Background: an optimization exercise with open tools, aiming at small area, a short achievable clock period and few clock cycles per item. Do not read the settings as production practice. The RTL was checked by simulation tests, not by an equivalence proof against the original design.

==> module si570_math, before the edit <==
module si570_math
(
    input             clk, resetn,
    input      [47:0] old_si570_regs,
    output     [47:0] new_si570_regs,
    output     [31:0] fxtal,
    input             start,
    output            idle
);
localparam NI  = 6;
localparam NC1 = (NI + 32) / 2;            
localparam NCS = 32 / 2;                   
localparam NC2 = 42 / 3;                   
wire[ 2:0] in_hs  = old_si570_regs[47:45];
wire[ 6:0] in_n1  = old_si570_regs[44:38];
wire[37:0] in_rf  = old_si570_regs[37:0];
reg        busy;
reg        prep1;        
reg        prep2;        
reg        sk;           
reg [4:0]  cnt;          
reg [3:0]  cnt2;         
reg [37:0] rfn;          
reg [39:0] r3n;          
reg        int_ph;       
reg [10:0] k;            
wire [13:0] k3n, k5n, k7n;  
reg [37:0] p1;           
reg [31:0] fq;           
reg [10:0] p2;           
reg [41:0] qd;           
assign fxtal          = fq;
assign new_si570_regs = {3'd0, 7'd3, qd[37:0]};
assign idle           = ~busy & ~start;
wire [7:0]  in_n  = {1'b0, in_n1} + 8'd1;
wire [10:0] in_k  = {1'b0, in_n, 2'b0} + (in_hs[0] ? {3'd0, in_n} : 11'd0)
                  + (in_hs[1] ? {2'd0, in_n, 1'b0} : 11'd0) + (in_hs[2] ? {1'b0, in_n, 2'b0} : 11'd0);
wire [33:0] mt0 = {k, 23'd0};
wire [33:0] mt1 = {3'd0, k, 20'd0};
wire [33:0] mt2 = {5'd0, k, 18'd0};
wire [33:0] mt3 = {7'd0, k, 16'd0};
wire [33:0] mt4 = {14'd0, k, 9'd0};
wire [33:0] mt5 = {15'd0, k, 8'd0};
wire [33:0] mt6 = ~{20'd0, k, 3'd0};      
wire [33:0] mt7 = {23'd0, k};
wire [33:0] ms1, mc1, ms2, mc2, ms3, mc3, ms4, mc4, ms5, mc5, ms, mc;
csa #(34) i_m1 (mt0, mt1, mt2, ms1, mc1);
csa #(34) i_m2 (mt3, mt4, mt5, ms2, mc2);
csa #(34) i_m3 (ms1, mc1, ms2, ms3, mc3);
csa #(34) i_m4 (mc2, mt6, mt7, ms4, mc4);
csa #(34) i_m5 (ms3, mc3, ms4, ms5, mc5);
csa #(34) i_m6 (ms5, mc5, mc4, ms, mc);
wire [13:0] k3 = {2'd0, k, 1'b0} + {3'd0, k};
wire [13:0] k5 = {1'b0, k, 2'b0} + {3'd0, k};
wire [13:0] k7 = {k, 3'b0} - {3'd0, k};
assign k3n = ~k3;
assign k5n = ~k5;
assign k7n = ~k7;
wire [43:0] es, ec, e;
csa #(44) i_e1 ({1'b0, ~rfn, 5'd0}, {6'd0, ~rfn}, {34'd0, k[10:1]}, es, ec);
add_sk #(44) i_e (.a(es), .b(ec), .ci(1'b0), .s(e), .co());
wire [37:0] r1;
wire [1:0]  q1;
wire [39:0] sum1;        
wire [39:0] sum2;        
div4_step #(.WIDTH(38)) u_div1 (
    .rem_in (p1),
    .bits_in(fq[31:30] & {2{int_ph}}),
    .divn   (rfn),
    .div3n  (r3n),
    .rem_out(r1),
    .q      (q1),
    .sum1   (sum1),
    .sum2   (sum2)
);
wire [33:0] m = sum1[33:0];
wire skip = (in_rf[37:34] != 0)
          | ((in_rf[37:33] != 0) && (k <= 11'd879))
          | ((in_rf[37:31] != 0) && (k <= 11'd219))
          | ((in_rf[37:29] != 0) && (k <= 11'd54));
wire [10:0] r2;
wire [2:0]  q2;
div8_step #(.WIDTH(11)) u_div2 (
    .rem_in (p2),
    .bits_in(qd[41:39]),
    .d1n    (~{3'd0, k}),
    .d3n    (k3n),
    .d5n    (k5n),
    .d7n    (k7n),
    .rem_out(r2),
    .q      (q2)
);
wire rf_phase = (cnt2 != 4'hF);
always @(posedge clk) begin
    if (resetn == 0) begin
        busy  <= 1'b0;
        prep1 <= 1'b0;
        prep2 <= 1'b0;
    end else if (!busy) begin
        if (start) begin
            busy  <= 1'b1;
            prep1 <= 1'b1;
        end
    end else if (prep1) begin
        prep1 <= 1'b0;
        prep2 <= 1'b1;
    end else if (prep2) begin
        prep2 <= 1'b0;
    end else if (cnt == 0) begin
        busy  <= 1'b0;
    end
end
always @(posedge clk) begin
    if (!busy) begin
        k      <= in_k;
        p1     <= {2'b11, ~in_rf[37:2]};
        int_ph <= 1'b1;
    end else if (prep1 | prep2) begin
        int_ph <= 1'b1;
    end else begin
        int_ph <= (cnt > NC1 - NI / 2);
    end
    if (prep1) r3n <= sum2;
    if (prep1) begin
        p1  <= {6'd0, ms[33:2]};
        rfn <= {4'd0, mc};
        cnt <= NC1 - 1;
    end else begin
        rfn <= ~in_rf;
        if (prep2) begin
            p1  <= skip ? {4'd0, m} : m[33:NI];
            cnt <= skip ? NCS - 1 : NC1 - 1;
        end else begin
            if (busy) p1 <= r1;
            cnt <= cnt - 1;
        end
    end
    if (prep1) begin
        p2   <= {9'd0, e[43:42]};
        cnt2 <= NC2 - 1;
    end else begin
        p2   <= r2;
        if (rf_phase) cnt2 <= cnt2 - 1;
    end
end
always @(posedge clk) begin
    if (!busy) begin
        if (start) fq[31:30] <= ~in_rf[1:0];
    end else if (prep1) begin
        fq[31:30] <= ms[1:0];
        qd        <= e[41:0];
    end else if (prep2) begin
        fq[31:26] <= skip ? 6'd0 : m[NI-1:0];
        if (rf_phase) qd <= {qd[38:0], q2};
    end else if (busy) begin
        fq <= {fq[29:0], q1};
        if (rf_phase) qd <= {qd[38:0], q2};
    end
end
endmodule
export LEC_CHECK = 0
export CAP_MARGIN = 20
export CORE_MARGIN = 2
export CORE_UTILIZATION = 55
export SETUP_SLACK_MARGIN = 2.0
export SLEW_MARGIN = 20
create_clock -name core_clock -period 6.5 [get_ports {clk}]
run.sh (not shown) runs the stock make flow with config.mk's settings and CLKGATE_MAP_FILE= SYNTH_SCRIPT=/design/flow/synth_recipe.tcl, a recipe that flattens the netlist after the stock synthesis.
The baseline completed with no timing, DRC or antenna violations.
Testbench counts at the start, summed over its fixed seeds: cycles 7,572, items 384.
Then changed:
--- a/flow/design.v
+++ b/flow/design.v
@@ -169,18 +169,18 @@
 wire[37:0] in_rf  = old_si570_regs[37:0];
 reg        busy;
 reg        prep1;        
 reg        prep2;        
 reg        sk;           
 reg [4:0]  cnt;          
-reg [3:0]  cnt2;         
 reg [37:0] rfn;          
 reg [39:0] r3n;          
 reg        int_ph;       
-reg [10:0] k;            
-wire [13:0] k3n, k5n, k7n;  
+reg [10:0] kn;           
+wire [10:0] k = ~kn;
+reg [12:0] k3n;          
 reg [37:0] p1;           
 reg [31:0] fq;           
 reg [10:0] p2;           
 reg [41:0] qd;           
 assign fxtal          = fq;
 assign new_si570_regs = {3'd0, 7'd3, qd[37:0]};
@@ -200,18 +200,13 @@
 csa #(34) i_m1 (mt0, mt1, mt2, ms1, mc1);
 csa #(34) i_m2 (mt3, mt4, mt5, ms2, mc2);
 csa #(34) i_m3 (ms1, mc1, ms2, ms3, mc3);
 csa #(34) i_m4 (mc2, mt6, mt7, ms4, mc4);
 csa #(34) i_m5 (ms3, mc3, ms4, ms5, mc5);
 csa #(34) i_m6 (ms5, mc5, mc4, ms, mc);
-wire [13:0] k3 = {2'd0, k, 1'b0} + {3'd0, k};
-wire [13:0] k5 = {1'b0, k, 2'b0} + {3'd0, k};
-wire [13:0] k7 = {k, 3'b0} - {3'd0, k};
-assign k3n = ~k3;
-assign k5n = ~k5;
-assign k7n = ~k7;
+wire [12:0] k3 = {1'b0, k, 1'b0} + {2'd0, k};
 wire [43:0] es, ec, e;
 csa #(44) i_e1 ({1'b0, ~rfn, 5'd0}, {6'd0, ~rfn}, {34'd0, k[10:1]}, es, ec);
 add_sk #(44) i_e (.a(es), .b(ec), .ci(1'b0), .s(e), .co());
 wire [37:0] r1;
 wire [1:0]  q1;
 wire [39:0] sum1;        
@@ -228,25 +223,35 @@
 );
 wire [33:0] m = sum1[33:0];
 wire skip = (in_rf[37:34] != 0)
           | ((in_rf[37:33] != 0) && (k <= 11'd879))
           | ((in_rf[37:31] != 0) && (k <= 11'd219))
           | ((in_rf[37:29] != 0) && (k <= 11'd54));
-wire [10:0] r2;
-wire [2:0]  q2;
-div8_step #(.WIDTH(11)) u_div2 (
+wire [10:0] r2a, r2;
+wire [1:0]  q2a;
+wire        q2b;
+wire [2:0]  q2 = {q2a, q2b};
+div4_step #(.WIDTH(11)) u_div2a (
     .rem_in (p2),
-    .bits_in(qd[41:39]),
-    .d1n    (~{3'd0, k}),
-    .d3n    (k3n),
-    .d5n    (k5n),
-    .d7n    (k7n),
+    .bits_in(qd[41:40]),
+    .divn   (kn),
+    .div3n  (k3n),
+    .rem_out(r2a),
+    .q      (q2a),
+    .sum1   (),
+    .sum2   ()
+);
+uint_div #(.WIDTH(11)) u_div2b (
+    .rem_in (r2a),
+    .bit_in (qd[39]),
+    .divn   (kn),
     .rem_out(r2),
-    .q      (q2)
+    .q      (q2b),
+    .sum    ()
 );
-wire rf_phase = (cnt2 != 4'hF);
+wire rf_phase = prep2 | (sk ? (cnt >= NCS - NC2 + 1) : (cnt >= NC1 - NC2 + 1));
 always @(posedge clk) begin
     if (resetn == 0) begin
         busy  <= 1'b0;
         prep1 <= 1'b0;
         prep2 <= 1'b0;
     end else if (!busy) begin
@@ -261,14 +266,15 @@
         prep2 <= 1'b0;
     end else if (cnt == 0) begin
         busy  <= 1'b0;
     end
 end
 always @(posedge clk) begin
+    k3n <= ~k3;
     if (!busy) begin
-        k      <= in_k;
+        kn     <= ~in_k;
         p1     <= {2'b11, ~in_rf[37:2]};
         int_ph <= 1'b1;
     end else if (prep1 | prep2) begin
         int_ph <= 1'b1;
     end else begin
         int_ph <= (cnt > NC1 - NI / 2);
@@ -280,24 +286,19 @@
         cnt <= NC1 - 1;
     end else begin
         rfn <= ~in_rf;
         if (prep2) begin
             p1  <= skip ? {4'd0, m} : m[33:NI];
             cnt <= skip ? NCS - 1 : NC1 - 1;
+            sk  <= skip;
         end else begin
             if (busy) p1 <= r1;
             cnt <= cnt - 1;
         end
     end
-    if (prep1) begin
-        p2   <= {9'd0, e[43:42]};
-        cnt2 <= NC2 - 1;
-    end else begin
-        p2   <= r2;
-        if (rf_phase) cnt2 <= cnt2 - 1;
-    end
+    p2 <= prep1 ? {9'd0, e[43:42]} : r2;
 end
 always @(posedge clk) begin
     if (!busy) begin
         if (start) fq[31:30] <= ~in_rf[1:0];
     end else if (prep1) begin
         fq[31:30] <= ms[1:0];
Routed wire length goes up slightly.
Clock-buffer cell count does not change.
Die area shrinks by a few percent.
Area after synthesis goes down by a few percent.
Non-clock buffer count drops by 14.
Worst setup slack improves by 0.056 ns.
Cell count is lower by a few percent.
Sequential share of layout area went up by 1.9 points.
Sequential cell count increases by 10.
Critical path depth rose by 2.
Design area fell by a few percent.
Testbench counts after the change, summed over its fixed seeds: cycles 7,572, items 384.

[what the ideal ports hide]
In the flow no input, the clock included, has a driving cell. The finished layouts below were timed again as built, in two steps.
Step 1 assumes that a clkbuf_16 drives the clock port and a buf_2 every other input.
Step 2 moves the port delays by t, midway between the first and last clock arrival at a register: inputs arrive t later, outputs are due t later. That takes back most of the time a late clock gives input paths.
a / b / c = ideal / step 1 / step 2; a / b = the first two.
run | t (ns) | slack for setup (ns) | worst setup path at the end | latest minus earliest clock arrival (ns) | worst slew at a driven data input, ns
the first run | 0.641 | 1.948 / 1.948 / 1.495 | input to register | 0.025 / 0.025 | 0.06
the second run | 0.644 | 2.004 / 2.004 / 1.558 | input to register | 0.016 / 0.016 | 0.05
After both steps setup and hold are still met in every run listed. The setup slack of the first run, which loses most, moves by 0.000 ns with the drivers and by -0.453 ns with both steps.
